Source: an optimization exercise on an open RTL-to-GDS flow (aim: small area and a short achievable clock period). Production flows keep margins and buffers that such runs may drop.
Where RTL was checked, it was by simulation tests only, not by an equivalence proof against the original.
The RTL of run 8 was laid out without a check of its function.
Power is estimated from default activity; no workload was simulated.

===== design/flow/config.mk =====
export PLATFORM = sky130hd
export DESIGN_NAME = alu
export DESIGN_NICKNAME = alu
export VERILOG_FILES = /design/flow/design.v
export SDC_FILE = /design/flow/constraint.sdc
export NUM_CORES = 4
export LEC_CHECK = 0
export ABC_AREA = 1
export CAP_MARGIN = 20
export CORE_MARGIN = 2
export CORE_UTILIZATION = 40
export SETUP_SLACK_MARGIN = 3.0
export SLEW_MARGIN = 20

===== design/flow/constraint.sdc =====
create_clock -name core_clock -period 5.5 [get_ports {FPUCLK}]
set_input_delay 1.1000 -clock core_clock [delete_from_list [all_inputs] [get_ports {FPUCLK}]]
set_output_delay 1.1000 -clock core_clock [all_outputs]
set_load 0.01 [all_outputs]

===== design/flow/design.v =====
module alu(
		input  FPUCLK,
		input  [31:0] A, B,
		input  [2:0]  CTRL,
		output [31:0] OUT
	);
	wire        v_in = (CTRL[2:1] == 2'b00);
	wire [31:0] ca = {A[30:0], 1'b0}, cb = {B[30:0], 1'b0};
	wire [31:0] cg0 = ca & ~cb, cl0 = ~ca & cb;
	wire [15:0] cg1, cl1;
	wire [7:0]  cg2, cl2;
	wire [3:0]  cg3, cl3;
	wire [1:0]  cg4, cl4;
	genvar ci;
	generate
		for (ci = 0; ci < 16; ci = ci + 1) begin : c1
			assign cg1[ci] = cg0[2*ci+1] | (~cl0[2*ci+1] & cg0[2*ci]);
			assign cl1[ci] = cl0[2*ci+1] | (~cg0[2*ci+1] & cl0[2*ci]);
		end
		for (ci = 0; ci < 8; ci = ci + 1) begin : c2
			assign cg2[ci] = cg1[2*ci+1] | (~cl1[2*ci+1] & cg1[2*ci]);
			assign cl2[ci] = cl1[2*ci+1] | (~cg1[2*ci+1] & cl1[2*ci]);
		end
		for (ci = 0; ci < 4; ci = ci + 1) begin : c3
			assign cg3[ci] = cg2[2*ci+1] | (~cl2[2*ci+1] & cg2[2*ci]);
			assign cl3[ci] = cl2[2*ci+1] | (~cg2[2*ci+1] & cl2[2*ci]);
		end
		for (ci = 0; ci < 2; ci = ci + 1) begin : c4
			assign cg4[ci] = cg3[2*ci+1] | (~cl3[2*ci+1] & cg3[2*ci]);
			assign cl4[ci] = cl3[2*ci+1] | (~cg3[2*ci+1] & cl3[2*ci]);
		end
	endgenerate
	wire        agb  = ~(cl4[1] | (~cg4[1] & cl4[0]));	 
	wire        ageb = ~cl3[3];					 
	wire [7:0]  dab  = A[30:23] - B[30:23];
	wire [7:0]  dba  = B[30:23] - A[30:23];
	wire [7:0]  d    = ageb ? dab : dba;
	wire [4:0]  d5   = (d[7:5] != 3'b000) ? 5'd31 : d[4:0];
	reg  [22:0] ma0, mb0;
	reg  [7:0]  e0;
	reg  [4:0]  d0;
	reg         sa0, sb0, agb0, nagb0, v0;
	always @(posedge FPUCLK) begin
		ma0  <= A[22:0];
		mb0  <= B[22:0];
		e0   <= ageb ? A[30:23] : B[30:23];
		d0   <= d5;
		sa0  <= A[31];
		sb0  <= B[31] ^ CTRL[0];		 
		agb0 <= agb;
		nagb0 <= ~agb;			 
		v0   <= v_in;
	end
	wire [22:0] x1  = agb0 ? ma0 : mb0;	 
	wire [22:0] y1  = nagb0 ? ma0 : mb0;	 
	wire        sub = sa0 ^ sb0;
	wire [23:0] ys1 = {1'b1, y1} >> d0;
	reg  [22:0] xm1;
	reg  [23:0] ym1;
	reg  [7:0]  e1;
	reg         s1, sub1, v1;
	always @(posedge FPUCLK) begin
		xm1  <= x1;
		ym1  <= ys1 ^ {24{sub}};
		e1   <= e0;
		s1   <= agb0 ? sa0 : sb0;
		sub1 <= sub;
		v1   <= v0;
	end
	wire [25:0] aa2 = {2'b01, xm1, 1'b1};
	wire [25:0] bb2 = {1'b0, ym1, sub1};
	wire [25:0] pp2 = aa2 ^ bb2;
	wire [25:0] sg0 = aa2 & bb2, sp0 = pp2;
	wire [25:0] sg1, sp1, sg2, sp2, sg3, sp3, sg4, sp4, sg5, sp5;
	genvar ai;
	generate
		for (ai = 0; ai < 26; ai = ai + 1) begin : sk
			if (ai & 1) begin : m1
				assign sg1[ai] = sg0[ai] | (sp0[ai] & sg0[ai - 1]);
				assign sp1[ai] = sp0[ai] & sp0[ai - 1];
			end else begin : p1
				assign sg1[ai] = sg0[ai];
				assign sp1[ai] = sp0[ai];
			end
			if (ai & 2) begin : m2
				assign sg2[ai] = sg1[ai] | (sp1[ai] & sg1[(ai & ~1) - 1]);
				assign sp2[ai] = sp1[ai] & sp1[(ai & ~1) - 1];
			end else begin : p2
				assign sg2[ai] = sg1[ai];
				assign sp2[ai] = sp1[ai];
			end
			if (ai & 4) begin : m3
				assign sg3[ai] = sg2[ai] | (sp2[ai] & sg2[(ai & ~3) - 1]);
				assign sp3[ai] = sp2[ai] & sp2[(ai & ~3) - 1];
			end else begin : p3
				assign sg3[ai] = sg2[ai];
				assign sp3[ai] = sp2[ai];
			end
			if (ai & 8) begin : m4
				assign sg4[ai] = sg3[ai] | (sp3[ai] & sg3[(ai & ~7) - 1]);
				assign sp4[ai] = sp3[ai] & sp3[(ai & ~7) - 1];
			end else begin : p4
				assign sg4[ai] = sg3[ai];
				assign sp4[ai] = sp3[ai];
			end
			if (ai & 16) begin : m5
				assign sg5[ai] = sg4[ai] | (sp4[ai] & sg4[(ai & ~15) - 1]);
				assign sp5[ai] = sp4[ai] & sp4[(ai & ~15) - 1];
			end else begin : p5
				assign sg5[ai] = sg4[ai];
				assign sp5[ai] = sp4[ai];
			end
		end
	endgenerate
	wire [25:0] sum2 = pp2 ^ {sg5[24:0], 1'b0};
	wire [24:0] r2   = {sum2[25] & ~sub1, sum2[24:1]};
	reg  [24:0] r2q;
	reg  [7:0]  e2;
	reg         s2, v2;
	always @(posedge FPUCLK) begin
		r2q <= r2;
		e2  <= e1 + 8'd2;			 
		s2  <= s1;
		v2  <= v1;
	end
	wire [31:0] lz_in = {r2q, 7'b0};
	wire [15:0] v_1;  wire [15:0] p_1;
	wire [7:0]  v_2;  wire [15:0] p_2;
	wire [3:0]  v_4;  wire [11:0] p_4;
	wire [1:0]  v_8;  wire [7:0]  p_8;
	wire [4:0]  n3;
	genvar gi;
	generate
		for (gi = 0; gi < 16; gi = gi + 1) begin : l1
			assign v_1[gi] = lz_in[2*gi+1] | lz_in[2*gi];
			assign p_1[gi] = ~lz_in[2*gi+1];
		end
		for (gi = 0; gi < 8; gi = gi + 1) begin : l2
			assign v_2[gi] = v_1[2*gi+1] | v_1[2*gi];
			assign p_2[2*gi+1:2*gi] = v_1[2*gi+1] ? {1'b0, p_1[2*gi+1]} : {1'b1, p_1[2*gi]};
		end
		for (gi = 0; gi < 4; gi = gi + 1) begin : l4
			assign v_4[gi] = v_2[2*gi+1] | v_2[2*gi];
			assign p_4[3*gi+2:3*gi] = v_2[2*gi+1] ? {1'b0, p_2[4*gi+3:4*gi+2]} : {1'b1, p_2[4*gi+1:4*gi]};
		end
		for (gi = 0; gi < 2; gi = gi + 1) begin : l8
			assign v_8[gi] = v_4[2*gi+1] | v_4[2*gi];
			assign p_8[4*gi+3:4*gi] = v_4[2*gi+1] ? {1'b0, p_4[6*gi+5:6*gi+3]} : {1'b1, p_4[6*gi+2:6*gi]};
		end
	endgenerate
	assign n3 = v_8[1] ? {1'b0, p_8[7:4]} : {1'b1, p_8[3:0]};
	wire [24:0] t16 = n3[4] ? {r2q[8:0], 16'b0} : r2q;
	wire [24:0] t8  = n3[3] ? {t16[16:0], 8'b0} : t16;
	wire [24:0] t4  = n3[2] ? {t8[20:0], 4'b0}  : t8;
	wire [24:0] t2  = n3[1] ? {t4[22:0], 2'b0}  : t4;
	wire [24:0] t1  = n3[0] ? {t2[23:0], 1'b0}  : t2;
	wire [7:0]  e3  = e2 + {3'b111, ~n3};
	wire        zero = ~(v_8[1] | v_8[0]);		 
	reg  [31:0] res3;
	reg         z3;
	always @(posedge FPUCLK) begin
		if (v2) begin
			res3 <= {s2, e3, t1[23:1]};
			z3   <= zero;
		end
	end
	assign OUT = {res3[31:23] & {9{~z3}}, res3[22:0]};
endmodule

===== design/flow/flow/run.sh =====
#!/bin/bash
set -euo pipefail
bash standard.sh \
  "BUFFER_PORTS_ARGS=-buffer_cell sky130_fd_sc_hd__buf_1" \
  finish > make_finish.log 2>&1

===== design/flow/standard.sh =====
#!/bin/bash
# synth_recipe.tcl (not shown) runs the flow's synth.tcl, then flattens the netlist and writes it again
# the make line also repeats each setting of config.mk as NAME=value (left out here)
make -C /OpenROAD-flow-scripts/flow DESIGN_CONFIG=/design/flow/config.mk WORK_HOME=/design/flow/orfs CLKGATE_MAP_FILE= SYNTH_SCRIPT=/design/flow/synth_recipe.tcl "${@:-finish}"

==> summary.md, run 1 <==
| Metric | Value |
|---|---|
| Final hold viol count | 0 |
| Longest Clk Path Bufs | 2 |
| Worst setup SP type | register |
| FILL cells | 2740 |
| Switching share of power | 0.414 |
| Crit-path cells | nor2_2 -> nand2_2 -> nor2_4 -> inv_4 -> nand2_1 -> o21ai_2 -> nand2_4 -> nand2_8 -> clkinv_8 -> ha_2 -> inv_1 -> fa_2 -> inv_1 -> nand3_1 -> nand3_1 -> nand2_1 |
| Crit path capture type | register |
| Pwr/cell area | 464 nW/um^2 |
| Placer Congestion | 0.916 |
| Multi-input gate area | 5770 um^2 |
| Setup TNS | 0 ns |
| WP data required | 5.69 ns |
| Worst-Skew Late Latency | 0.43 ns |
| Unrepaired setup endpoints after global routing | true |
| Root Buffer | clkbuf_16 |
| # nets final | 1701 |
| Top cell type's share of synthesized area | 0.290 |
| CTS tree | yes |
| Post-Route WL | 25.4 mm |
| Buf+Inv Stages, Crit Path | 4 |
| Antenna Nets Post-Route | 0 |
| Post-Syn Instances | 1499 |
| Initial antenna violation count | 0 |
| Final core occ | 0.458 |
| Crit-path slowest cell | fa_2 |
| Most frequent cell after synthesis | nand2_1 |
| Total CTS buffers | 17 |
| Yosys reg bits | 190 |
| EDFF count, synth | 33 |
| Met1 GRT Util | 0.235 |
| Die Height | 169 um |
| Static Leak | 0.00573 uW |
| Pre-antenna DRT Iters | 6 |
| Critical Path Max Stage Delay | 0.36 ns |
| Tmin final | 2.44 ns |
| Gr busiest metal | met2 |
| Fin crit share | 0.443 |
| Comb power frac | 0.436 |
| Clock Pin Slew Worst Setup and Hold Paths | 0.07 ns |
| Status | timing/DRC/antenna clean |
| Pre-CTS WS | 2.09 ns |
| Post-synth top cells | nand2_1, nand3_1, dfxtp_1, inv_1, nor2_1 |
| Routed vias | 9472 |
| Detailed Place HPWL | 19.3 mm |
| Crit path launch | r2q[19] |
| Total Power | 5690 uW |
| Via-to-Cell Ratio | 4.90 |
| Worst reg2reg path startpoint | r2q[19] |
| Critical Path AT | 2.63 ns |
| Core Rows | 60 |
| Final setup viols | 0 |
| Number of max-cap violations | 0 |
| # H-tree levels | 4 |
| Setup Crit Path Kind | register to register |
| Fraction of layout cells with a size suffix above 1 | 0.0947 |
| P&R area growth vs syn | 13.3% |
| Initial Util | 0.404 |
| Switching pwr | 2360 uW |
| Tightest Pin Transition | 0.950 ns |
| HP Class | register to register |
| Max_slew headroom | 0.366 |
| Internal power | 3340 uW |
| FF+latch area | 4140 um^2 |
| Chip width | 169 um |
| Core ar. | 26800 um^2 |
| CTS Hold Bufs | 0 |
| Remaining DRCs | 0 |
| CP Max Fanout | 11 |
| Mapped Area | 10800 um^2 |
| WL/cell | 13.1 um |
| Sequential area share after synthesis | 0.382 |
| Fmax | 410 MHz |
| GRT Util Overall | 0.180 |
| Global-route track usage on met3 | 0.0304 |
| DIE AREA | 28400 um^2 |
| Largest net degree at the start of global routing | 49 |
| Synth area leader | dfxtp_1 |
| Clock power share | 0.213 |
| Flop pwr share | 0.351 |
| VDD IR max | 0.168 mV |
| Total congestion overflow | 0 |
| Pins Over Slew Limit | 0 |
| Vias in the first global route | 8629 |
| Primary FF master, synth | dfxtp_1 |
| First-pass GRT wire length | 41.6 mm |
| Layout Skew | 0.0127 ns |
| Top post-synthesis cells by area | dfxtp_1, nand2_1, nand3_1 |
| N_diodes | 0 |
| Worst hold slack | 0.324 ns |
| Met2 usage | 0.307 |
| Async set-reset flop share out of synthesis | 0 |
| Final WS setup | 3.06 ns |
| Count of input and output buffers | 99 |
| Synth Net Count | 1619 |
| Drt first-iter violations | 689 |
| Hold_sp | e0[7] |
| Synth cell types | 52 |
| Sink Count | 190 |
| I/O pin total | 100 |
| Worst reg-to-reg setup slack | 3.06 ns |
| Yosys warning total | 1 |
| Critical path's top delay family | simple AND/OR/NAND/NOR gates |
| Syn_area_per_cell | 7.23 um^2 |
power groups by stage:
stage / sequential, uW / clock (uW) / combinational, uW
final: 2000 / 1210 / 2480
after global routing: 2030 / 1300 / 2840
after CTS: 1990 / 1240 / 2320
after detailed placement: 2020 / 0 / 2220
after global placement: 2010 / 0 / 2210
after floorplan: 1940 / 0 / 1890
layout by cell type (no fill, tap or decap), drive strengths merged, types with 4 or more instances in the layout:
cell | Yosys | layout
a21boi | 5 | 5
a21oi | 51 | 51
a31oi | 5 | 5
buf | 50 | 135
clkbuf | 29 | 20
clkinv | 4 | 7
dfxtp | 157 | 157
edfxtp | 33 | 33
fa | 7 | 7
ha | 45 | 45
inv | 164 | 173
mux2 | 5 | 5
nand2 | 426 | 429
nand3 | 234 | 234
nand3b | 5 | 5
nor2 | 93 | 94
nor3 | 6 | 6
o211ai | 32 | 32
o21ai | 79 | 79
o21bai | 4 | 4
o22ai | 4 | 4
xnor2 | 7 | 7
xor2 | 37 | 37
registers in the layout (all words and copies together) (netlist names), 8 cells and up:
name and flops:
ym1 24, e2 8, xm1 23, res3 32, ma0 23, e0 8
e1 8, mb0 23, r2q 25
timing repair:
| item | 4_1_cts | 5_1_grt |
|---|---|---|
| resized for setup | 22 | 38 |
| setup buffers | 8 | 23 |
| pin swaps | 5 | 12 |
| gates cloned | 4 | 1 |
| endpoints found under the setup margin | 44 | 36 |
stage by stage:
stage | instance area [um^2] | std cells
floorplan | 10800 | 1499
global placement | 11200 | 1867
detailed placement | 11200 | 1867
CTS | 12000 | 1911
global route | 12300 | 1935
finish | 12300 | 1935
kinds of logic after synthesis:
kind of cell               share of synthesized area
xor gates and xnor gates                      0.0356
muxes                                        0.00520
DFF                                            0.382
and+or+nand+nor                                0.309
adders and majority gates                     0.0649
buffers and inverters                          0.102
AOI/OAI and AO/OA                              0.102
per-layer routing:
layer	routed length (um)	vias to the layer above
met3	949	35
li1	-	5018
met5	0	-
met2	12100	214
met1	12000	4205
met4	433	0
cell type report:
type | count | share of cell area
clock buffers | 18 | 0.0367
clock inverters | 14 | 0.0110
inverters | 168 | 0.0539
multi-input cells | 1066 | 0.471
flip-flops and latches | 190 | 0.337
well taps | 341 | 0.0348
repair buffers | 137 | 0.0550
repair inverters | 1 | 0.000510
worst paths after layout:
check | cells after the start | to
worst max-delay path | 16 | res3[29]
worst min-delay path | 0 | e1[7]
worst max register to register | 16 | res3[29]
worst min register to register | 0 | e1[7]
==> run 2: changes to the inputs <==
--- a/design/flow/config.mk
+++ b/design/flow/config.mk
@@ -10,4 +10,4 @@
 export CORE_MARGIN = 2
 export CORE_UTILIZATION = 40
-export SETUP_SLACK_MARGIN = 3.0
+export SETUP_SLACK_MARGIN = 3.2
 export SLEW_MARGIN = 20
==> run 2 against run 1 <==
Clock skew up 0.0067 ns; wire length is 3.5% higher; synthesized area did not move; still clean on timing, DRC and antenna; sequential share of layout area fell by 0.86 points; power is 1.7% higher; worst hold slack improved by 0.00061 ns; final area is 2.8% higher; synthesized cell count is the same; combinational power up 2%; count of clock-buffer cells in the layout rose by 2; largest cell class unchanged; die area unchanged; critical endpoint is now OUT[23]; non-clock buffer count increased by 5.
==> summary.md, run 2 <==
| Metric | Value |
|---|---|
| P&R area growth vs syn | 16.5% |
| Yosys reg bits | 190 |
| Count of input and output buffers | 99 |
| CTS Hold Bufs | 0 |
| Sink Count | 190 |
| Initial Util | 0.404 |
| Tmin final | 2.36 ns |
| Top cell type's share of synthesized area | 0.290 |
| Longest Clk Path Bufs | 2 |
| Number of max-cap violations | 0 |
| Largest net degree at the start of global routing | 49 |
| Hold Path Cell Cnt | 0 |
| Max_slew headroom | 0.533 |
| Multi-input gate area | 5990 um^2 |
| Most frequent cell after synthesis | nand2_1 |
| Async set-reset flop share out of synthesis | 0 |
| Post-Route WL | 26.3 mm |
| CTS tree | yes |
| Antenna Nets Post-Route | 0 |
| Synth area leader | dfxtp_1 |
| Layout Skew | 0.0195 ns |
| Final hold viol count | 0 |
| Total congestion overflow | 0 |
| EDFF count, synth | 33 |
| Post-synth top cells | nand2_1, nand3_1, dfxtp_1, inv_1, nor2_1 |
| Root Buffer | clkbuf_16 |
| Chip width | 169 um |
| Setup TNS | 0 ns |
| Tightest Pin Transition | 0.700 ns |
| Top post-synthesis cells by area | dfxtp_1, nand2_1, nand3_1 |
| Primary FF master, synth | dfxtp_1 |
| Pre-CTS WS | 2.25 ns |
| Fmax | 424 MHz |
| Total CTS buffers | 17 |
| I/O pin total | 100 |
| GRT Util Overall | 0.186 |
| Final Cell Area | 12600 um^2 |
| Sequential area share after synthesis | 0.382 |
| Worst setup SP type | register |
| Max FFs per register | 32 |
| Detailed Place HPWL | 19.7 mm |
| Die Height | 169 um |
| Status | timing/DRC/antenna clean |
| Post-Syn Instances | 1499 |
| CP Max Fanout | 8 |
| Drt first-iter violations | 649 |
| Path depth of the worst reg2reg path | 17 |
| Placer Congestion | 0.914 |
| Syn_area_per_cell | 7.23 um^2 |
| Mapped Area | 10800 um^2 |
| Most common cell after layout, fill and taps aside | nand2_1 |
| Pre-antenna DRT Iters | 6 |
| Worst-Skew Late Latency | 0.44 ns |
| Pwr/cell area | 459 nW/um^2 |
| Top reg by flops | res3 |
| Initial antenna violation count | 1 |
| FF+latch area | 4150 um^2 |
| Fin crit share | 0.429 |
| # H-tree levels | 4 |
| WP data required | 4.40 ns |
| VDD IR max | 0.185 mV |
| Final setup viols | 0 |
| Synth Net Count | 1619 |
| # nets final | 1708 |
| Clock Pin Slew Worst Setup and Hold Paths | 0.07 ns |
| Core Rows | 60 |
| HP Class | register to register |
| Via-to-Cell Ratio | 4.95 |
| Core ar. | 26800 um^2 |
| Setup Crit Path Kind | register to output port |
| Final WS setup | 3.14 ns |
| WL/cell | 13.5 um |
| Yosys warning total | 1 |
| Fraction of layout cells with a size suffix above 1 | 0.141 |
| Top flop regs | res3 x32, r2q x25, ym1 x24 |
| Unrepaired setup endpoints after global routing | true |
| Critical Path AT | 1.26 ns |
| Pins Over Slew Limit | 0 |
| DIE AREA | 28400 um^2 |
| Crit path capture type | output port |
| Synth cell types | 52 |
| Most frequent cells in the layout | nand2_1, nand3_1, dfxtp_1, inv_1, buf_1 |
| N_diodes | 0 |
| FILL cells | 2696 |
| Vias in the first global route | 8788 |
| First-pass GRT wire length | 42.8 mm |
| Static Leak | 0.00584 uW |
| Remaining DRCs | 0 |
| Routed vias | 9609 |
| Placed Instance Area | 11400 um^2 |
run 2: cell counts after synthesis:
Identical to the previous run, type by type.
run 2: path summary, 6_finish.rpt:
kind,from,to,slack (ns)
worst min register to register,e0[0],e1[0],0.32
worst max-delay path,z3,OUT[23],3.14
worst max register to register,r2q[7],res3[29],3.18
worst min-delay path,e0[0],e1[0],0.32
run 2: layer usage:
layer,global-route usage,wire length [um],up-vias
li1,-,-,5046
met1,0.243,12300,4316
met2,0.319,12500,213
met3,0.0304,948,34
met4,0.0532,491,0
met5,0,0,-
run 2: cell type report:
cell class	count	area share
clock inverter	12	0.0119
multi-input combinational	1066	0.475
tap	341	0.0338
clock buffer	20	0.0346
timing repair buffer	142	0.0602
timing repair inverter	3	0.00149
sequential	190	0.329
inverter	168	0.0545
run 2: logic make-up after synthesis:
logic type / after synthesis / synth area share
adders and majority gates: 52 / 0.0649
DFF: 190 / 0.382
muxes: 5 / 0.00520
and+or+nand+nor: 773 / 0.309
buffers and inverters: 247 / 0.102
xor gates and xnor gates: 44 / 0.0356
AOI/OAI and AO/OA: 188 / 0.102
run 2: through the flow:
step / total power (uW) / hold WS [ns] / utilization / cells
after floorplan: 3850 / 0.310 / - / 1499
after CTS: 5700 / 0.327 / 0.459 / 1923
after global routing: 6250 / 0.329 / 0.471 / 1942
after detailed placement: 4270 / 0.312 / 0.424 / 1867
final: 5790 / 0.324 / 0.471 / 1942
after global placement: 4250 / 0.311 / 0.424 / 1867
run 2: where the power goes:
group	switching (uW)	internal [uW]	total, uW
Combinational	1610	925	2530
Clock	561	685	1250
Sequential	195	1810	2010
run 2: timing repair:
item | 4_1_cts | 5_1_grt
pin swaps | 18 | 23
gates resized for setup | 64 | 56
buffers inserted | 19 | 17
cloned | 5 | 2
setup endpoints to repair | 80 | 76
run 2: critical path: stages, from the launching register on:
cell and delay (ns):
edfxtp_1 0.43, buf_6 0.17, nor2_2 0.09, buf_2 0.13
==> run 3: changes to the inputs <==
--- a/design/flow/config.mk
+++ b/design/flow/config.mk
@@ -10,4 +10,5 @@
 export CORE_MARGIN = 2
 export CORE_UTILIZATION = 40
-export SETUP_SLACK_MARGIN = 3.2
+export PLACE_DENSITY = 0.75
+export SETUP_SLACK_MARGIN = 3.1
 export SLEW_MARGIN = 20
==> run 3 against run 2 <==
Non-clock buffer count shrank 9; sequential power about the same; final cell count is 0.57% lower; critical path type unchanged; core utilization down 0.79 points; global-route usage decreased by 0.44 points; count of clock-buffer cells in the layout shrank 2; synthesized cell count unchanged; final area fell by 1.7%; worst hold slack better by 0.0037 ns; setup slack about the same; critical endpoint is now OUT[25]; power decreased by 1.9%; still clean.
==> summary.md, run 3 <==
| Metric | Value |
|---|---|
| Status | timing/DRC/antenna clean |
| Critical Path AT | 1.26 ns |
| Final WS setup | 3.14 ns |
| Post-synth top cells | nand2_1, nand3_1, dfxtp_1, inv_1, nor2_1 |
| Layout Skew | 0.0236 ns |
| Largest net degree at the start of global routing | 49 |
| Pins Over Slew Limit | 0 |
| Die Height | 169 um |
| Initial antenna violation count | 0 |
| Remaining DRCs | 0 |
| Final setup viols | 0 |
| Number of max-cap violations | 0 |
| EDFF count, synth | 33 |
| Max_slew headroom | 0.392 |
| Synth cell types | 52 |
| GRT Util Overall | 0.182 |
| Sink Count | 190 |
| Tmin final | 2.36 ns |
| Post-Syn Instances | 1499 |
| First-pass GRT wire length | 42.5 mm |
| Most common cell after layout, fill and taps aside | nand2_1 |
| Via-to-Cell Ratio | 4.98 |
| Most frequent cells in the layout | nand2_1, nand3_1, dfxtp_1, inv_1, buf_1 |
| Post-Route WL | 25.3 mm |
| Syn_area_per_cell | 7.23 um^2 |
| Total congestion overflow | 0 |
| N_diodes | 0 |
| Count of input and output buffers | 99 |
| Fraction of layout cells with a size suffix above 1 | 0.130 |
| Placer Congestion | 0.924 |
| VDD IR max | 0.283 mV |
| Async set-reset flop share out of synthesis | 0 |
| # nets final | 1697 |
| Core ar. | 26800 um^2 |
| Pre-CTS WS | 2.26 ns |
| Initial Util | 0.404 |
| Crit-path cells | buf_6 -> nor2_1 -> buf_2 |
| Synth area leader | dfxtp_1 |
| Synth Net Count | 1619 |
| Layout Cells excl Fill | 1931 |
| Sequential area share after synthesis | 0.382 |
| Fin crit share | 0.429 |
| Final core occ | 0.463 |
| Worst setup SP type | register |
| Placed cells | 1866 |
| Top cell type's share of synthesized area | 0.290 |
| CP Max Fanout | 9 |
| Tightest Pin Transition | 0.911 ns |
| Core Rows | 60 |
| Path depth of the worst reg2reg path | 16 |
| Static Leak | 0.00579 uW |
| Vias in the first global route | 8902 |
| Critical Path Max Stage Delay | 0.38 ns |
| WL/cell | 13.1 um |
| Top post-synthesis cells by area | dfxtp_1, nand2_1, nand3_1 |
| HP Class | register to register |
| Unrepaired setup endpoints after global routing | true |
| Clock Pin Slew Worst Setup and Hold Paths | 0.07 ns |
| Yosys warning total | 1 |
| Pre-antenna DRT Iters | 5 |
| Antenna Nets Post-Route | 0 |
| Setup TNS | 0 ns |
| DIE AREA | 28400 um^2 |
| Routed vias | 9625 |
| Max FFs per register | 32 |
| Final hold viol count | 0 |
| I/O pin total | 100 |
| Chip width | 169 um |
| Setup Crit Path Kind | register to output port |
| Drt first-iter violations | 742 |
| Root Buffer | clkbuf_16 |
| Primary FF master, synth | dfxtp_1 |
| Top flop regs | res3 x32, r2q x25, ym1 x24 |
| Most frequent cell after synthesis | nand2_1 |
| P&R area growth vs syn | 14.5% |
| CTS tree | yes |
| Mapped Area | 10800 um^2 |
| Worst-Skew Late Latency | 0.44 ns |
| Fmax | 424 MHz |
| Crit-path slowest cell | edfxtp_1 |
| Detailed Place HPWL | 19.3 mm |
| # H-tree levels | 4 |
| WP data required | 4.40 ns |
| Top reg by flops | res3 |
| Longest Clk Path Bufs | 2 |
| Pwr/cell area | 458 nW/um^2 |
| Yosys reg bits | 190 |
| Crit path capture type | output port |
| Total CTS buffers | 17 |
| FILL cells | 2644 |
| Hold Path Cell Cnt | 0 |
run 3: cell counts after synthesis:
Identical to the previous run, type by type.
run 3: metal layers:
layer	share of wire	wire, um	GRT usage
met3	0.041	1040	0.0337
met4	0.026	656	0.0603
met1	0.46	11600	0.235
met2	0.48	12000	0.306
met5	0	0	0
run 3: where the power goes:
group | switching [uW] | internal, uW | total, uW | leakage, uW
clock | 556 | 596 | 1150 | 0.000274
combinational | 1600 | 908 | 2510 | 0.00389
sequential | 200 | 1810 | 2010 | 0.00163
run 3: cell families after synthesis:
kind of cell	Yosys count	synth area share
AO/OA/AOI/OAI	188	0.102
AND/OR/NAND/NOR	773	0.309
buffers and inverters	247	0.102
XOR/XNOR	44	0.0356
adder cells (fa/ha/maj)	52	0.0649
flip-flops	190	0.382
multiplexers	5	0.00520
run 3: critical path, delay by kind of cell (launching register included):
| family | cells | cell delay (ns) |
|---|---|---|
| DFF | 1 | 0.38 |
| and+or+nand+nor | 1 | 0.14 |
| buffers and inverters | 2 | 0.31 |
run 3: final timing paths:
path	start	to	slack [ns]
worst max register to register	r2q[6]	res3[29]	3.16
worst min register to register	e0[7]	e1[7]	0.33
worst max-delay path	z3	OUT[25]	3.14
worst min-delay path	e0[7]	e1[7]	0.33
run 3: final cells by class:
class / count / area (um^2) / share of cell area
Multi-Input combinational cell: 1066 / 5940 / 0.479
Sequential cell: 190 / 4150 / 0.335
Inverter: 168 / 669 / 0.0540
Timing Repair inverter: 1 / 6.26 / 0.000504
Tap cell: 341 / 427 / 0.0344
Timing Repair Buffer: 133 / 656 / 0.0529
Clock buffer: 18 / 429 / 0.0346
Clock inverter: 14 / 125 / 0.0101
run 3: stage by stage:
stage,instance area [um^2],hold WS (ns),total power [uW]
final,12400,0.328,5680
after floorplan,11000,0.310,3850
after detailed placement,11300,0.313,4270
after global placement,11300,0.311,4210
after global routing,12400,0.331,6140
after CTS,12100,0.329,5570
run 3: repair_timing:
action / 4_1_cts / 5_1_grt
hold buffers: 0 / 0
gates resized for setup: 32 / 68
setup buffers: 13 / 15
endpoints found under the setup margin: 74 / 67
cloned: 5 / 0
pin swaps: 8 / 18
==> run 4: changes to the inputs <==
--- a/design/flow/config.mk
+++ b/design/flow/config.mk
@@ -10,5 +10,5 @@
 export CORE_MARGIN = 2
 export CORE_UTILIZATION = 40
-export PLACE_DENSITY = 0.75
+export GPL_ROUTABILITY_DRIVEN = 0
 export SETUP_SLACK_MARGIN = 3.1
 export SLEW_MARGIN = 20
==> run 4 against run 3 <==
Still clean; worst hold slack got worse by 0.0021 ns; setup slack got worse by 0.015 ns; final cell count rose by 0.47%; core utilization rose by 0.38 points; clock skew fell by 0.015 ns; maximum frequency fell by 0.64%; die area did not move; sequential cell count did not move; sequential share of layout area fell by 0.33 points; register-to-register slack barely moved; critical path type unchanged; highest routed layer unchanged.
==> summary.md, run 4 <==
| Metric | Value |
|---|---|
| Switching share of power | 0.412 |
| Routed vias | 9663 |
| Path depth of the worst reg2reg path | 16 |
| Antenna Nets Post-Route | 0 |
| Pre-CTS WS | 2.30 ns |
| Worst-Skew Late Latency | 0.43 ns |
| Fraction of layout cells with a size suffix above 1 | 0.134 |
| Hold_sp | e0[1] |
| Chip width | 169 um |
| GRT Util Overall | 0.180 |
| Pwr/cell area | 459 nW/um^2 |
| Pre-antenna DRT Iters | 5 |
| Crit path capture type | output port |
| Number of max-cap violations | 0 |
| Post-Syn Instances | 1499 |
| VDD IR max | 0.180 mV |
| N_diodes | 0 |
| Final Cell Area | 12500 um^2 |
| CTS Hold Bufs | 0 |
| Flop pwr share | 0.349 |
| Clock Pin Slew Worst Setup and Hold Paths | 0.07 ns |
| Fmax | 421 MHz |
| CTS tree | yes |
| Hold EP | e1[1] |
| First-pass GRT wire length | 41.9 mm |
| Root Buffer | clkbuf_16 |
| Final hold viol count | 0 |
| Yosys warning total | 1 |
| Max FFs per register | 32 |
| Placed Instance Area | 11400 um^2 |
| Comb power frac | 0.441 |
| Synth Net Count | 1619 |
| Fin crit share | 0.431 |
| Most frequent cell after synthesis | nand2_1 |
| Total CTS buffers | 17 |
| Initial antenna violation count | 0 |
| Clock power share | 0.210 |
| Vias in the first global route | 8659 |
| Total congestion overflow | 0 |
| Top reg by flops | res3 |
| # nets final | 1706 |
| DIE AREA | 28400 um^2 |
| Sequential area share after synthesis | 0.382 |
| Reg-to-reg endpoint | res3[29] |
| Top cell type's share of synthesized area | 0.290 |
| WL/cell | 13.2 um |
| Core Rows | 60 |
| Static Leak | 0.00582 uW |
| # H-tree levels | 4 |
| HP Class | register to register |
| Switching pwr | 2370 uW |
| Syn_area_per_cell | 7.23 um^2 |
| Synth cell types | 52 |
| WP data required | 4.40 ns |
| Setup Crit Path Kind | register to output port |
| Count of input and output buffers | 99 |
| Final WS setup | 3.13 ns |
| Mapped Area | 10800 um^2 |
| Initial Util | 0.404 |
| Tmin final | 2.37 ns |
| Worst reg2reg path startpoint | r2q[19] |
| Sink Count | 190 |
| Top post-synthesis cells by area | dfxtp_1, nand2_1, nand3_1 |
| Top flop regs | res3 x32, r2q x25, ym1 x24 |
| Status | timing/DRC/antenna clean |
| P&R area growth vs syn | 15.4% |
| EDFF count, synth | 33 |
| Post-synth top cells | nand2_1, nand3_1, dfxtp_1, inv_1, nor2_1 |
| Layout Skew | 0.00866 ns |
| Via-to-Cell Ratio | 4.98 |
| Worst reg-to-reg setup slack | 3.17 ns |
| I/O pin total | 100 |
| Unrepaired setup endpoints after global routing | true |
| Synth area leader | dfxtp_1 |
| Longest Clk Path Bufs | 2 |
| Critical Path AT | 1.27 ns |
| CP Max Fanout | 8 |
| Remaining DRCs | 0 |
| Primary FF master, synth | dfxtp_1 |
| Drt first-iter violations | 713 |
| Most common cell after layout, fill and taps aside | nand2_1 |
| Most frequent cells in the layout | nand2_1, nand3_1, dfxtp_1, inv_1, buf_1 |
| Pins Over Slew Limit | 0 |
| Final setup viols | 0 |
| Detailed Place HPWL | 19.4 mm |
| Hold Path Cell Cnt | 0 |
| Worst setup SP type | register |
| Yosys reg bits | 190 |
| Async set-reset flop share out of synthesis | 0 |
| Largest net degree at the start of global routing | 49 |
| Internal power | 3370 uW |
| Die Height | 169 um |
| Post-Route WL | 25.6 mm |
| Setup TNS | 0 ns |
| Final core occ | 0.467 |
| Tightest Pin Transition | 0.904 ns |
| Max_slew headroom | 0.397 |
| Core ar. | 26800 um^2 |
run 4: metrics by stage:
stage | hold slack (ns) | total power (uW) | std cells
after floorplan | 0.310 | 3850 | 1499
after global placement | 0.311 | 4230 | 1867
after detailed placement | 0.312 | 4260 | 1867
after CTS | 0.326 | 5610 | 1918
after global routing | 0.329 | 6200 | 1940
final | 0.326 | 5740 | 1940
run 4: critical path: stages, from the launching register on:
cell and delay, ns:
edfxtp_1 0.43, buf_6 0.18, nor2_2 0.09, buf_2 0.13
run 4: cell families after synthesis:
family / count (synthesis) / synth area share
buf+inv: 247 / 0.102
xor+xnor: 44 / 0.0356
compound gates: 188 / 0.102
flops: 190 / 0.382
fa+ha+maj: 52 / 0.0649
mux: 5 / 0.00520
simple gates: 773 / 0.309
run 4: how the worst max path moves through the flow:
| stage | from | to | depth (start not counted) |
|---|---|---|---|
| 2_1_floorplan | r2q[20] | res3[29] | 18 |
| 4_1_cts | r2q[9] | res3[29] | 15 |
| 3_5_place_dp | r2q[20] | res3[29] | 16 |
| 3_3_place_gp | r2q[20] | res3[29] | 14 |
| 6_report | z3 | OUT[23] | 3 |
| 5_1_grt | r2q[19] | res3[29] | 16 |
run 4: power groups by stage:
stage | clock (uW) | sequential (uW) | combinational (uW)
after floorplan | 0 | 1940 | 1910
after global placement | 0 | 2010 | 2220
after detailed placement | 0 | 2020 | 2240
after CTS | 1240 | 1990 | 2380
after global routing | 1290 | 2030 | 2870
final | 1210 | 2000 | 2530
run 4: timing repair:
| item | 4_1_cts | 5_1_grt |
|---|---|---|
| resized for setup | 37 | 66 |
| cloned | 5 | 1 |
| setup buffers | 14 | 21 |
| pin swaps | 6 | 24 |
| endpoints found under the setup margin | 62 | 66 |
run 4: final cells by class:
| class | instances | area (um^2) |
|---|---|---|
| sequential | 190 | 4140 |
| multi-input combinational | 1067 | 5950 |
| tap | 341 | 427 |
| clock buffer | 18 | 429 |
| timing repair buffer | 141 | 721 |
| timing repair inverter | 1 | 6.26 |
| clock inverter | 14 | 148 |
| fill | 2677 | 14300 |
| inverter | 168 | 674 |
run 4: routing by layer:
layer | up-vias | part of all wire | GRT usage
li1 | 5032 | - | -
met1 | 4377 | 0.46 | 0.233
met2 | 220 | 0.48 | 0.312
met3 | 34 | 0.035 | 0.0271
met4 | 0 | 0.019 | 0.0540
met5 | - | 0 | 0
==> run 5: changes to the inputs <==
--- a/design/flow/config.mk
+++ b/design/flow/config.mk
@@ -10,5 +10,4 @@
 export CORE_MARGIN = 2
 export CORE_UTILIZATION = 40
-export GPL_ROUTABILITY_DRIVEN = 0
 export SETUP_SLACK_MARGIN = 3.1
 export SLEW_MARGIN = 20
==> run 5 against run 4 <==
Largest cell class unchanged; worst hold slack worse by 0.0052 ns; critical path depth unchanged; sequential share of layout area grew 0.17 points; core utilization decreased by 0.21 points; highest routed layer unchanged; sequential cell count unchanged; setup slack improved by 0.046 ns; global-route usage is 0.30 points higher; critical path type unchanged; power grew 0.71%; register-to-register slack gained 0.02 ns; count of clock-buffer cells in the layout up 1; via count decreased by 2.0%; synthesized cell count did not move.
==> summary.md, run 5 <==
| Metric | Value |
|---|---|
| Internal power | 3420 uW |
| Via-to-Cell Ratio | 4.91 |
| FILL cells | 2732 |
| I/O pin total | 100 |
| Initial Util | 0.404 |
| Mapped Area | 10800 um^2 |
| CP Max Fanout | 5 |
| Primary FF master, synth | dfxtp_1 |
| Synth area leader | dfxtp_1 |
| Comb power frac | 0.428 |
| Vias in the first global route | 8520 |
| CTS tree | yes |
| Final hold viol count | 0 |
| Tightest Pin Transition | 0.911 ns |
| Yosys warning total | 1 |
| WL/cell | 13.2 um |
| Largest net degree at the start of global routing | 49 |
| Core ar. | 26800 um^2 |
| Die Height | 169 um |
| Clock power share | 0.225 |
| Final setup viols | 0 |
| Pwr/cell area | 464 nW/um^2 |
| Layout Cells excl Fill | 1930 |
| HP Class | register to register |
| Sequential area share after synthesis | 0.382 |
| Post-Route WL | 25.6 mm |
| Layout Skew | 0.0138 ns |
| P&R area growth vs syn | 14.9% |
| Detailed Place HPWL | 19.6 mm |
| Clock Pin Slew Worst Setup and Hold Paths | 0.07 ns |
| # H-tree levels | 4 |
| Yosys reg bits | 190 |
| Antenna Nets Post-Route | 0 |
| Synth Net Count | 1619 |
| Flop pwr share | 0.347 |
| Sink Count | 190 |
| Count of input and output buffers | 99 |
| Setup Crit Path Kind | register to output port |
| Switching share of power | 0.409 |
| Placed cells | 1867 |
| Most common cell after layout, fill and taps aside | nand2_1 |
| N_diodes | 0 |
| # nets final | 1696 |
| Async set-reset flop share out of synthesis | 0 |
| Placer Congestion | 0.900 |
| Chip width | 169 um |
| Max FFs per register | 32 |
| Syn_area_per_cell | 7.23 um^2 |
| Root Buffer | clkbuf_16 |
| Worst hold slack | 0.321 ns |
| EDFF count, synth | 33 |
| Pre-antenna DRT Iters | 5 |
| VDD IR max | 0.214 mV |
| Fmax | 430 MHz |
| Top post-synthesis cells by area | dfxtp_1, nand2_1, nand3_1 |
| Switching pwr | 2360 uW |
| Critical Path AT | 1.23 ns |
| CTS Hold Bufs | 0 |
| Max_slew headroom | 0.392 |
| Unrepaired setup endpoints after global routing | true |
| Most frequent cells in the layout | nand2_1, nand3_1, dfxtp_1, inv_1, buf_1 |
| Total CTS buffers | 17 |
| Initial antenna violation count | 0 |
| Final core occ | 0.464 |
| Fraction of layout cells with a size suffix above 1 | 0.123 |
| DIE AREA | 28400 um^2 |
| Tmin final | 2.33 ns |
| Worst-Skew Late Latency | 0.44 ns |
| Total congestion overflow | 0 |
| GRT Util Overall | 0.183 |
| Routed vias | 9468 |
| Top cell type's share of synthesized area | 0.290 |
| Total Power | 5780 uW |
| Status | timing/DRC/antenna clean |
| First-pass GRT wire length | 42.0 mm |
| Post-Syn Instances | 1499 |
| Most frequent cell after synthesis | nand2_1 |
| Worst setup SP type | register |
| Post-synth top cells | nand2_1, nand3_1, dfxtp_1, inv_1, nor2_1 |
| Core Rows | 60 |
| Pins Over Slew Limit | 0 |
| Static Leak | 0.00579 uW |
| Top reg by flops | res3 |
| Synth cell types | 52 |
| Top flop regs | res3 x32, r2q x25, ym1 x24 |
| Remaining DRCs | 0 |
| Number of max-cap violations | 0 |
| WP data required | 4.40 ns |
| Setup TNS | 0 ns |
| Drt first-iter violations | 632 |
| Longest Clk Path Bufs | 2 |
| Fin crit share | 0.423 |
| Crit path capture type | output port |
run 5: power groups by stage:
stage | Clock [uW] | Sequential (uW) | Combinational (uW)
after floorplan | 0 | 1940 | 1910
after global placement | 0 | 2010 | 2240
after detailed placement | 0 | 2010 | 2260
after CTS | 1340 | 1980 | 2390
after global routing | 1390 | 2040 | 2840
final | 1300 | 2000 | 2480
run 5: kinds of logic (layout without fill, tap and decap cells):
group / after synthesis / in the layout / synth area share
fa+ha+maj: 52 / 52 / 0.0649
flops: 190 / 190 / 0.382
mux: 5 / 5 / 0.00520
buf+inv: 247 / 333 / 0.102
xor+xnor: 44 / 44 / 0.0356
compound gates: 188 / 188 / 0.102
simple gates: 773 / 777 / 0.309
run 5: layer usage:
layer  track usage  part of all wire  vias to the layer above
li1              -                 -                     5024
met1         0.242              0.48                     4206
met2         0.306              0.47                      204
met3        0.0309             0.034                       34
met4        0.0592             0.019                        0
met5             0                 0                        -
run 5: timing repair:
item / in CTS / in global routing
gates cloned: 5 / 1
endpoints found under the setup margin: 66 / 63
pin swaps: 5 / 16
resized for setup: 28 / 63
buffers inserted: 11 / 14
hold endpoints to repair: 0 / 0
run 5: path summary, 6_finish.rpt:
path | start | to | slack (ns) | depth (start not counted)
max | z3 | OUT[23] | 3.17 | 3
min | e0[6] | e1[6] | 0.32 | 0
max reg2reg | r2q[15] | res3[29] | 3.19 | 14
min reg2reg | e0[6] | e1[6] | 0.32 | 0
run 5: per-stage QoR:
step | worst slack [ns] | instance area, um^2
6_report | 3.17 | 12400
5_1_grt | 3.07 | 12400
4_1_cts | 3.11 | 12200
3_5_place_dp | 2.25 | 11400
3_3_place_gp | 2.30 | 11400
2_1_floorplan | 3.08 | 11000
run 5: worst max-delay path, cell delays in order, from the launching register on:
cell,delay (ns)
edfxtp_1,0.38
buf_4,0.17
nor2_1,0.11
buf_2,0.14
run 5: layout make-up:
type | count | area, um^2 | area share
Tap cell | 341 | 427 | 0.0343
Inverter | 168 | 679 | 0.0546
Timing Repair Buffer | 131 | 649 | 0.0522
Clock inverter | 13 | 191 | 0.0154
Multi-Input combinational cell | 1066 | 5900 | 0.474
Timing Repair inverter | 2 | 13.8 | 0.00111
Clock buffer | 19 | 443 | 0.0356
Sequential cell | 190 | 4150 | 0.333
==> run 6: changes to the inputs <==
--- a/design/flow/config.mk
+++ b/design/flow/config.mk
@@ -10,4 +10,4 @@
 export CORE_MARGIN = 2
 export CORE_UTILIZATION = 40
-export SETUP_SLACK_MARGIN = 3.1
+export SETUP_SLACK_MARGIN = 3.05
 export SLEW_MARGIN = 20
==> run 6 against run 5 <==
Still clean; wire length rose by 1.4%; synthesized area did not move; combinational power barely moved; maximum frequency fell by 2.4%; worst hold slack improved by 0.0013 ns; setup slack got worse by 0.058 ns; count of clock-buffer cells in the layout did not move; via count rose by 0.73%; critical path depth did not move; sequential power barely moved; clock power fell by 5%.
==> summary.md, run 6 <==
| Metric | Value |
|---|---|
| Setup TNS | 0 ns |
| Most common cell after layout, fill and taps aside | nand2_1 |
| Total Power | 5720 uW |
| Pre-CTS WS | 2.20 ns |
| Yosys reg bits | 190 |
| Syn_area_per_cell | 7.23 um^2 |
| Post-Route WL | 25.9 mm |
| CP Max Fanout | 8 |
| Placer Congestion | 0.912 |
| Top cell type's share of synthesized area | 0.290 |
| Sequential area share after synthesis | 0.382 |
| DIE AREA | 28400 um^2 |
| Core ar. | 26800 um^2 |
| Post-Syn Instances | 1499 |
| Crit-path cells | buf_4 -> nor2_1 -> buf_1 |
| # nets final | 1700 |
| Clock Pin Slew Worst Setup and Hold Paths | 0.07 ns |
| Top flop regs | res3 x32, r2q x25, ym1 x24 |
| P&R area growth vs syn | 14.1% |
| Placed cells | 1867 |
| Critical Path AT | 1.28 ns |
| Max_slew headroom | 0.366 |
| Root Buffer | clkbuf_16 |
| CTS tree | yes |
| VDD IR max | 0.195 mV |
| Pre-antenna DRT Iters | 5 |
| Largest net degree at the start of global routing | 49 |
| Top post-synthesis cells by area | dfxtp_1, nand2_1, nand3_1 |
| Remaining DRCs | 0 |
| Fin crit share | 0.434 |
| Final setup viols | 0 |
| Fmax | 419 MHz |
| Top reg by flops | res3 |
| Worst reg2reg path startpoint | r2q[19] |
| Total congestion overflow | 0 |
| # H-tree levels | 4 |
| GRT Util Overall | 0.185 |
| Worst setup SP type | register |
| Tightest Pin Transition | 0.950 ns |
| Most frequent cell after synthesis | nand2_1 |
| Count of input and output buffers | 99 |
| Most frequent cells in the layout | nand2_1, nand3_1, inv_1, dfxtp_1, buf_1 |
| Final hold viol count | 0 |
| Sink Count | 190 |
| WP data required | 4.40 ns |
| Static Leak | 0.00574 uW |
| Number of max-cap violations | 0 |
| Path depth of the worst reg2reg path | 12 |
| Unrepaired setup endpoints after global routing | false |
| HP Class | register to register |
| Status | timing/DRC/antenna clean |
| Synth cell types | 52 |
| Post-synth top cells | nand2_1, nand3_1, dfxtp_1, inv_1, nor2_1 |
| Tmin final | 2.38 ns |
| Via-to-Cell Ratio | 4.93 |
| Worst reg-to-reg setup slack | 3.16 ns |
| Synth area leader | dfxtp_1 |
| Yosys warning total | 1 |
| Final core occ | 0.461 |
| N_diodes | 0 |
| Max FFs per register | 32 |
| Fraction of layout cells with a size suffix above 1 | 0.116 |
| Critical Path Max Stage Delay | 0.40 ns |
| First-pass GRT wire length | 42.7 mm |
| Final WS setup | 3.12 ns |
| Routed vias | 9537 |
| Crit-path slowest cell | edfxtp_1 |
| EDFF count, synth | 33 |
| Vias in the first global route | 8761 |
| Initial Util | 0.404 |
| Hold Path Cell Cnt | 0 |
| Layout Skew | 0.0153 ns |
| Antenna Nets Post-Route | 0 |
| Setup Crit Path Kind | register to output port |
| Initial antenna violation count | 0 |
| Synth Net Count | 1619 |
| Mapped Area | 10800 um^2 |
| I/O pin total | 100 |
| Worst-Skew Late Latency | 0.44 ns |
| Drt first-iter violations | 649 |
| Chip width | 169 um |
| Pins Over Slew Limit | 0 |
| Crit path capture type | output port |
| Reg-to-reg endpoint | res3[29] |
| Detailed Place HPWL | 19.5 mm |
| Hold_sp | e0[6] |
| Async set-reset flop share out of synthesis | 0 |
| WL/cell | 13.4 um |
| Longest Clk Path Bufs | 2 |
| Layout Cells excl Fill | 1934 |
| Die Height | 169 um |
| Total CTS buffers | 17 |
| Core Rows | 60 |
| Hold EP | e1[6] |
| Pwr/cell area | 463 nW/um^2 |
| Primary FF master, synth | dfxtp_1 |
| FILL cells | 2748 |
[run 6: repair_timing]
item / CTS / global route
hold buffers: 0 / 0
resized for setup: 29 / 59
gates cloned: 5 / 1
buffers inserted: 9 / 20
setup endpoints to repair: 49 / 49
pin swaps: 8 / 15
[run 6: kinds of logic after synthesis]
| kind of cell | share of synthesized area |
|---|---|
| compound gates | 0.102 |
| xor+xnor | 0.0356 |
| fa+ha+maj | 0.0649 |
| buf+inv | 0.102 |
| flops | 0.382 |
| mux | 0.00520 |
| simple gates | 0.309 |
[run 6: worst max path at each step]
stage	slack (ns)	start	to
after floorplan	3.05	r2q[20]	res3[29]
after global placement	2.26	r2q[20]	res3[29]
after detailed placement	2.20	r2q[20]	res3[29]
after CTS	3.01	r2q[10]	res3[29]
after global routing	3.03	B[23]	d0[4]
final	3.12	z3	OUT[29]
[run 6: report_power, final]
group,switching (uW),internal (uW)
Clock,583,646
Combinational,1590,892
Sequential,199,1810
[run 6: final cells by class]
class | count | area [um^2] | area share
clock inverter | 13 | 154 | 0.0125
timing repair buffer | 135 | 657 | 0.0532
multi-input combinational | 1066 | 5860 | 0.474
clock buffer | 19 | 433 | 0.0350
sequential | 190 | 4150 | 0.336
tap | 341 | 427 | 0.0345
timing repair inverter | 2 | 11.3 | 0.000911
inverter | 168 | 662 | 0.0536
[run 6: worst max-delay path: cells and delay by family, from the launching register on]
| kind | cells | cell delay, ns |
|---|---|---|
| flops | 1 | 0.40 |
| buf+inv | 2 | 0.34 |
| simple gates | 1 | 0.11 |
[run 6: routing by layer]
metal | up-vias | GRT usage | part of all wire
met3 | 32 | 0.0304 | 0.036
met1 | 4291 | 0.243 | 0.47
met2 | 201 | 0.316 | 0.48
met5 | - | 0 | 0
li1 | 5013 | - | -
met4 | 0 | 0.0525 | 0.017
[run 6: per-stage QoR]
step / hold slack (ns) / area, um^2
floorplan: 0.310 / 10900
global placement: 0.311 / 11300
detailed placement: 0.313 / 11300
CTS: 0.320 / 12100
global route: 0.328 / 12400
finish: 0.322 / 12400
==> run 7: changes to the inputs <==
--- a/design/flow/config.mk
+++ b/design/flow/config.mk
@@ -10,4 +10,4 @@
 export CORE_MARGIN = 2
 export CORE_UTILIZATION = 40
-export SETUP_SLACK_MARGIN = 3.05
+export SETUP_SLACK_MARGIN = 3.15
 export SLEW_MARGIN = 20
==> run 7 against run 6 <==
Largest cell class unchanged; still clean on timing, DRC and antenna; die area unchanged; clock power up 3%; global-route usage barely moved.
==> summary.md, run 7 <==
| Metric | Value |
|---|---|
| Antenna Nets Post-Route | 0 |
| FILL cells | 2693 |
| I/O pin total | 100 |
| N_diodes | 0 |
| Buf+Inv Stages, Crit Path | 2 |
| Layout Skew | 0.0225 ns |
| Via-to-Cell Ratio | 4.90 |
| Initial antenna violation count | 0 |
| Critical Path AT | 1.26 ns |
| Fin crit share | 0.428 |
| Worst reg2reg path startpoint | r2q[18] |
| Final Cell Area | 12700 um^2 |
| EDFF count, synth | 33 |
| Most frequent cell after synthesis | nand2_1 |
| GRT Util Overall | 0.185 |
| Syn_area_per_cell | 7.23 um^2 |
| Count of input and output buffers | 99 |
| # nets final | 1710 |
| Placed Instance Area | 11400 um^2 |
| CP Max Fanout | 2 |
| Crit path launch | z3 |
| HP Class | register to register |
| Max_slew headroom | 0.531 |
| Setup TNS | 0 ns |
| Critical path's top delay family | flip-flops |
| Synth area leader | dfxtp_1 |
| Yosys reg bits | 190 |
| Core ar. | 26800 um^2 |
| DIE AREA | 28400 um^2 |
| Crit-path cells | buf_4 -> nor2_2 -> buf_2 |
| First-pass GRT wire length | 42.7 mm |
| Post-Syn Instances | 1499 |
| Most frequent cells in the layout | nand2_1, nand3_1, dfxtp_1, inv_1, buf_1 |
| Clock Pin Slew Worst Setup and Hold Paths | 0.08 ns |
| Crit path capture type | output port |
| Core Rows | 60 |
| Most common cell after layout, fill and taps aside | nand2_1 |
| Async set-reset flop share out of synthesis | 0 |
| Top post-synthesis cells by area | dfxtp_1, nand2_1, nand3_1 |
| Top cell type's share of synthesized area | 0.290 |
| Hold_sp | v0 |
| Primary FF master, synth | dfxtp_1 |
| Pins Over Slew Limit | 0 |
| Total congestion overflow | 0 |
| Mapped Area | 10800 um^2 |
| WP data required | 4.40 ns |
| Total CTS buffers | 17 |
| Final hold viol count | 0 |
| Fraction of layout cells with a size suffix above 1 | 0.148 |
| Setup Crit Path Kind | register to output port |
| WL/cell | 13.5 um |
| Tightest Pin Transition | 0.702 ns |
| Pre-antenna DRT Iters | 5 |
| Static Leak | 0.00587 uW |
| Final setup viols | 0 |
| Post-Route WL | 26.2 mm |
| Placer Congestion | 0.900 |
| Critical Path Max Stage Delay | 0.42 ns |
| Crit-path slowest cell | edfxtp_1 |
| Routed vias | 9530 |
| Chip width | 169 um |
| Initial Util | 0.404 |
| Root Buffer | clkbuf_16 |
| Sequential area share after synthesis | 0.382 |
| Post-synth top cells | nand2_1, nand3_1, dfxtp_1, inv_1, nor2_1 |
| Unrepaired setup endpoints after global routing | true |
| Number of max-cap violations | 0 |
| VDD IR max | 0.189 mV |
| Longest Clk Path Bufs | 2 |
| # H-tree levels | 4 |
| Worst setup SP type | register |
| Synth Net Count | 1619 |
| Yosys warning total | 1 |
| Max FFs per register | 32 |
| P&R area growth vs syn | 17.0% |
| FF+latch area | 4150 um^2 |
| Status | timing/DRC/antenna clean |
| Die Height | 169 um |
| Top flop regs | res3 x32, r2q x25, ym1 x24 |
| CTS tree | yes |
| Synth cell types | 52 |
| Worst-Skew Late Latency | 0.44 ns |
| Sink Count | 190 |
| Pwr/cell area | 460 nW/um^2 |
| Vias in the first global route | 8647 |
| Largest net degree at the start of global routing | 49 |
| Detailed Place HPWL | 19.8 mm |
| Fmax | 424 MHz |
| Tmin final | 2.36 ns |
| Top reg by flops | res3 |
| Multi-input gate area | 5970 um^2 |
| Remaining DRCs | 0 |
| Drt first-iter violations | 712 |
-- run 7: cell counts after synthesis --
No cell type changed its count.
-- run 7: kinds of logic (layout without fill, tap and decap cells) --
logic type                 after synthesis  in the layout  synth area share
and+or+nand+nor                        773            777             0.309
buffers and inverters                  247            347             0.102
DFF                                    190            190             0.382
AOI/OAI and AO/OA                      188            188             0.102
adders and majority gates               52             52            0.0649
xor gates and xnor gates                44             44            0.0356
muxes                                    5              5           0.00520
-- run 7: report_power, final --
| part | switching [uW] | internal [uW] | leakage (uW) | total, uW |
|---|---|---|---|---|
| sequential | 198 | 1810 | 0.00163 | 2010 |
| combinational | 1620 | 936 | 0.00394 | 2550 |
| clock | 621 | 649 | 0.000303 | 1270 |
| total | 2430 | 3400 | 0.00587 | 5830 |
-- run 7: layout make-up --
type | count | share of cell area
repair buffers | 145 | 0.0626
well taps | 341 | 0.0337
repair inverters | 2 | 0.00109
inverters | 168 | 0.0541
multi-input cells | 1066 | 0.471
clock inverters | 14 | 0.0141
flip-flops and latches | 190 | 0.328
clock buffers | 18 | 0.0355
-- run 7: timing repair --
item,CTS,global route
pin swaps,9,26
cloned,5,1
gates resized for setup,54,74
buffers inserted,17,22
hold buffers,0,0
setup endpoints to repair,75,72
-- run 7: final timing paths --
check / to / slack (ns) / cells after the start
setup / recovery: OUT[24] / 3.14 / 3
hold / removal: v1 / 0.33 / 0
setup reg to reg: res3[29] / 3.17 / 17
hold reg to reg: v1 / 0.33 / 0
-- run 7: worst reg2reg max path, cell delays in order (launching register included) --
cell and delay, ns:
dfxtp_4 0.36, nor2_4 0.11, nand2_2 0.09, nor2_4 0.17, buf_12 0.13, inv_8 0.04, nand2_2 0.07, o21ai_2 0.06
nand2_2 0.12, nand2_8 0.08, inv_8 0.06, ha_4 0.13, inv_2 0.04, fa_2 0.37, inv_2 0.07, nand3_2 0.08
nand3_2 0.08, nand2_1 0.05
-- run 7: per-stage QoR --
| stage | setup slack (ns) | hold WS, ns | utilization | power, uW | std cells |
|---|---|---|---|---|---|
| floorplan | 3.08 | 0.310 | - | 3850 | 1499 |
| global placement | 2.29 | 0.311 | 0.424 | 4250 | 1867 |
| detailed placement | 2.26 | 0.313 | 0.424 | 4270 | 1867 |
| CTS | 3.12 | 0.332 | 0.458 | 5700 | 1921 |
| global route | 3.06 | 0.338 | 0.473 | 6300 | 1944 |
| finish | 3.14 | 0.330 | 0.473 | 5830 | 1944 |
-- run 7: metal layers --
metal	up-vias	GRT usage	wire (um)
met5	-	0	0
met4	0	0.0603	542
met3	35	0.0245	777
met2	198	0.313	12400
met1	4250	0.247	12500
li1	5047	-	-
==> run 8: changes to the inputs <==
--- a/design/flow/design.v
+++ b/design/flow/design.v
@@ -36,8 +36,8 @@
 	wire [7:0]  dba  = B[30:23] - A[30:23];
 	wire [7:0]  d    = ageb ? dab : dba;
-	wire [4:0]  d5   = (d[7:5] != 3'b000) ? 5'd31 : d[4:0];
 	reg  [22:0] ma0, mb0;
 	reg  [7:0]  e0;
 	reg  [4:0]  d0;
+	reg         big0;			 
 	reg         sa0, sb0, agb0, nagb0, v0;
 	always @(posedge FPUCLK) begin
@@ -45,5 +45,6 @@
 		mb0  <= B[22:0];
 		e0   <= ageb ? A[30:23] : B[30:23];
-		d0   <= d5;
+		d0   <= d[4:0];
+		big0 <= (d[7:5] != 3'b000);
 		sa0  <= A[31];
 		sb0  <= B[31] ^ CTRL[0];		 
@@ -59,5 +60,5 @@
 	reg  [23:0] ym1;
 	reg  [7:0]  e1;
-	reg         s1, sub1, v1;
+	reg         s1, sub1, big1, v1;
 	always @(posedge FPUCLK) begin
 		xm1  <= x1;
@@ -66,8 +67,10 @@
 		s1   <= agb0 ? sa0 : sb0;
 		sub1 <= sub;
+		big1 <= big0;
 		v1   <= v0;
 	end
 	wire [25:0] aa2 = {2'b01, xm1, 1'b1};
-	wire [25:0] bb2 = {1'b0, ym1, sub1};
+	wire [23:0] yb2 = big1 ? {24{sub1}} : ym1;	 
+	wire [25:0] bb2 = {1'b0, yb2, sub1};
 	wire [25:0] pp2 = aa2 ^ bb2;
 	wire [25:0] sg0 = aa2 & bb2, sp0 = pp2;
@@ -155,14 +158,30 @@
 	wire [24:0] t2  = n3[1] ? {t4[22:0], 2'b0}  : t4;
 	wire [24:0] t1  = n3[0] ? {t2[23:0], 1'b0}  : t2;
-	wire [7:0]  e3  = e2 + {3'b111, ~n3};
+	wire [3:0]  elo = {1'b0, e2[2:0]} + {1'b0, ~n3[2:0]};
+	wire [4:0]  u0  = e2[7:3] - 5'd4;
+	wire [4:0]  u1  = e2[7:3] - 5'd3;
+	wire [4:0]  u2  = e2[7:3] - 5'd2;
+	wire [4:0]  u3  = e2[7:3] - 5'd1;
+	wire [4:0]  u4  = e2[7:3];
+	reg  [4:0]  ehi0, ehi1;		 
+	always @(*) begin
+		case (~n3[4:3])
+			2'd0: begin ehi0 = u0; ehi1 = u1; end
+			2'd1: begin ehi0 = u1; ehi1 = u2; end
+			2'd2: begin ehi0 = u2; ehi1 = u3; end
+			default: begin ehi0 = u3; ehi1 = u4; end
+		endcase
+	end
+	wire [7:0]  e3  = {elo[3] ? ehi1 : ehi0, elo[2:0]};
 	wire        zero = ~(v_8[1] | v_8[0]);		 
 	reg  [31:0] res3;
-	reg         z3;
+	reg         z3, nz3;		 
 	always @(posedge FPUCLK) begin
 		if (v2) begin
 			res3 <= {s2, e3, t1[23:1]};
 			z3   <= zero;
+			nz3  <= ~zero;
 		end
 	end
-	assign OUT = {res3[31:23] & {9{~z3}}, res3[22:0]};
+	assign OUT = {res3[31:27] & {5{~z3}}, res3[26:23] & {4{nz3}}, res3[22:0]};
 endmodule
--- a/design/flow/config.mk
+++ b/design/flow/config.mk
@@ -10,4 +10,4 @@
 export CORE_MARGIN = 2
 export CORE_UTILIZATION = 40
-export SETUP_SLACK_MARGIN = 3.15
+export SETUP_SLACK_MARGIN = 3.1
 export SLEW_MARGIN = 20
==> run 8 against run 7 <==
Maximum frequency up 1.7%; non-clock buffer count down 1; largest power group unchanged; via count up 5.5%; register-to-register slack about the same; setup slack better by 0.039 ns; global-route usage up 0.23 points; still clean on timing, DRC and antenna; sequential cell count up 3.
==> summary.md, run 8 <==
| Metric | Value |
|---|---|
| Status | timing/DRC/antenna clean |
| Synth area leader | dfxtp_1 |
| Remaining DRCs | 0 |
| Final setup viols | 0 |
| CP Max Fanout | 24 |
| Yosys reg bits | 193 |
| Mapped Area | 11300 um^2 |
| Count of input and output buffers | 99 |
| Crit path capture type | register |
| P&R area growth vs syn | 16.7% |
| Critical Path Max Stage Delay | 0.36 ns |
| Multi-input gate area | 6410 um^2 |
| CTS tree | yes |
| CTS Hold Bufs | 0 |
| Initial antenna violation count | 0 |
| Setup Crit Path Kind | register to register |
| Fraction of layout cells with a size suffix above 1 | 0.118 |
| Layout Skew | 0.0159 ns |
| Max FFs per register | 32 |
| Synth Area in Adders | 0.0680 |
| Tightest Pin Transition | 0.735 ns |
| Primary FF master, synth | dfxtp_1 |
| Synth Area in Compound Gates | 0.0837 |
| Fmax | 432 MHz |
| Max_slew headroom | 0.509 |
| Top flop regs | res3 x32, r2q x25, ym1 x24 |
| Initial Util | 0.405 |
| Yosys warning total | 1 |
| Setup TNS | 0 ns |
| Tmin final | 2.32 ns |
| Worst-Skew Late Latency | 0.44 ns |
| Routed vias | 10100 |
| Post-synth top cells | nand2_1, nand3_1, dfxtp_1 |
| Vias in the first global route | 9235 |
| Layout Cells excl Fill | 2049 |
| Top cell type's share of synthesized area | 0.283 |
| DIE AREA | 29500 um^2 |
| FF+latch area | 4230 um^2 |
| Total CTS buffers | 17 |
| Die Height | 172 um |
| Longest Clk Path Bufs | 2 |
| Crit-path slowest cell | dfxtp_4 |
| Worst setup SP type | register |
| Most common cell after layout, fill and taps aside | nand2_1 |
| Sink Count | 193 |
| Synth Net Count | 1687 |
| Top reg by flops | res3 |
| Placed cells | 1966 |
| Top post-synthesis cells by area | dfxtp_1, nand2_1, nand3_1 |
| Via-to-Cell Ratio | 4.91 |
| I/O pin total | 100 |
| HP Class | register to register |
| Total Power | 6510 uW |
| Core Rows | 61 |
| Pins Over Slew Limit | 0 |
| Placed Instance Area | 11700 um^2 |
| Post-synthesis mux area share | 0.0210 |
| Async set-reset flop share out of synthesis | 0 |
| Critical Path AT | 2.50 ns |
| Root Buffer | clkbuf_16 |
| Total congestion overflow | 0 |
| Pre-antenna DRT Iters | 5 |
| Main combinational cell family by area after synthesis | simple AND/OR/NAND/NOR gates |
| Most frequent cell after synthesis | nand2_1 |
| Core ar. | 27800 um^2 |
| Placer Congestion | 0.914 |
| Static Leak | 0.00625 uW |
| Detailed Place HPWL | 20.3 mm |
| # nets final | 1783 |
| Drt first-iter violations | 682 |
| Syn_area_per_cell | 7.21 um^2 |
| Number of max-cap violations | 0 |
| Antenna Nets Post-Route | 0 |
| Post-Route WL | 27.6 mm |
| Unrepaired setup endpoints after global routing | true |
| Clock Pin Slew Worst Setup and Hold Paths | 0.07 ns |
| Pwr/cell area | 495 nW/um^2 |
| Synth cell types | 50 |
| FILL cells | 2853 |
| EDFF count, synth | 34 |
| Xor/xnor share of the synthesized area | 0.0373 |
| First-pass GRT wire length | 44.6 mm |
| Largest net degree at the start of global routing | 35 |
| Sequential area share after synthesis | 0.373 |
| Most frequent cells in the layout | nand2_1, nand3_1, dfxtp_1, inv_1, buf_1 |
| VDD IR max | 0.269 mV |
| Chip width | 172 um |
| Final Cell Area | 13100 um^2 |
| WL/cell | 13.5 um |
| WP data required | 5.69 ns |
| Final hold viol count | 0 |
| Post-Syn Instances | 1562 |
| Fin crit share | 0.421 |
| Synth Area in Simple Gates | 0.322 |
| # H-tree levels | 4 |
| N_diodes | 0 |
| Crit-path cells | nor2_4 -> nand2_4 -> nor2_8 -> buf_12 -> nand2_8 -> o21ai_2 -> inv_2 -> nand2_8 -> inv_12 -> ha_4 -> a31o_4 -> xor2_1 -> xor2_1 |
| GRT Util Overall | 0.188 |
==> run 8: cell types whose count changed after synthesis, sizes merged, moves of 4 or more <==
cell    previous run  this run
a21o               1         5
o21a               3         7
nand4              1         7
nor2              93        86
a21oi             51        62
mux2               5        21
ha                45        50
o211ai            32         9
nand2            426       494
inv              164       156
nand3            234       247
o21ai             79        52
==> run 8: logic make-up (layout without fill, tap and decap cells) <==
logic type / Yosys count / after routing
adder cells (fa/ha/maj): 57 / 57
flip-flops: 193 / 193
multiplexers: 21 / 21
XOR/XNOR: 48 / 48
AND/OR/NAND/NOR: 849 / 855
buffers and inverters: 234 / 336
AO/OA/AOI/OAI: 160 / 161
==> run 8: final cells by class <==
cell class	count	share of cell area
clock buffers	18	0.0327
clock inverters	14	0.0129
inverters	157	0.0485
multi-input cells	1142	0.488
flip-flops and latches	193	0.322
well taps	378	0.0360
repair buffers	144	0.0586
repair inverters	3	0.00171
==> run 8: power breakdown <==
group / internal, uW / switching (uW)
clock: 650 / 584
sequential: 1900 / 262
combinational: 1160 / 1950
total: 3710 / 2800
==> run 8: worst paths after layout <==
check | startpoint | to | slack [ns] | cells after the start
min | big0 | big1 | 0.33 | 0
max | r2q[23] | res3[26] | 3.18 | 13
max reg2reg | r2q[23] | res3[26] | 3.18 | 13
min reg2reg | big0 | big1 | 0.33 | 0
==> run 8: stage by stage <==
stage | setup WS (ns) | utilization | hold WS, ns
5_1_grt | 3.04 | 0.473 | 0.329
4_1_cts | 3.06 | 0.456 | 0.329
3_5_place_dp | 2.26 | 0.420 | 0.312
3_3_place_gp | 2.35 | 0.420 | 0.310
2_1_floorplan | 3.10 | - | 0.310
6_report | 3.18 | 0.473 | 0.328
==> run 8: timing repair <==
| action | 4_1_cts | 5_1_grt |
|---|---|---|
| endpoints found under the setup margin | 83 | 65 |
| buffers inserted | 21 | 19 |
| pin swaps | 13 | 19 |
| cloned | 6 | 5 |
| gates resized for setup | 43 | 70 |
==> run 8: worst max-delay path: cells and delay by family, from the launching register on <==
kind | cells | cell delay [ns]
and+or+nand+nor | 5 | 0.57
AOI/OAI and AO/OA | 2 | 0.38
DFF | 1 | 0.36
xor gates and xnor gates | 2 | 0.30
buffers and inverters | 3 | 0.29
adders and majority gates | 1 | 0.16
==> run 8: metal layers <==
metal,wire length [um],vias to the layer above,part of all wire,global-route usage
met2,13300,232,0.48,0.322
met1,12600,4507,0.46,0.239
met5,0,-,0,0
li1,-,5260,-,-
met4,769,0,0.028,0.0701
met3,967,53,0.035,0.0262

[separate check: timing with driven ports]
Ports are ideal in the flow. The routed layouts listed here were re-timed in OpenROAD. Step 1 sets driving cells, clkbuf_16 on the clock port and buf_2 on the other inputs (assumed; they add their load-dependent delay and slew). Step 2 times the ports against the registers' clock, not the clock port: input delays grow and output delays shrink by t, the midpoint of the rising clock arrivals with the driver on. Slacks: ideal / step 1 / step 2; pairs: ideal / step 1.
run | t (ns) | setup slack, ns
run 1 | 0.473 | 3.061 / 3.038 / 2.708
run 2 | 0.481 | 3.142 / 3.095 / 2.828
run 3 | 0.478 | 3.142 / 3.092 / 2.757
run 4 | 0.477 | 3.127 / 3.079 / 2.738
run 5 | 0.473 | 3.173 / 3.129 / 2.766
run 6 | 0.480 | 3.115 / 3.066 / 2.694
run 7 | 0.476 | 3.144 / 3.099 / 2.802
run 8 | 0.482 | 3.183 / 3.177 / 2.724
After both steps setup and hold are still met in every run listed.
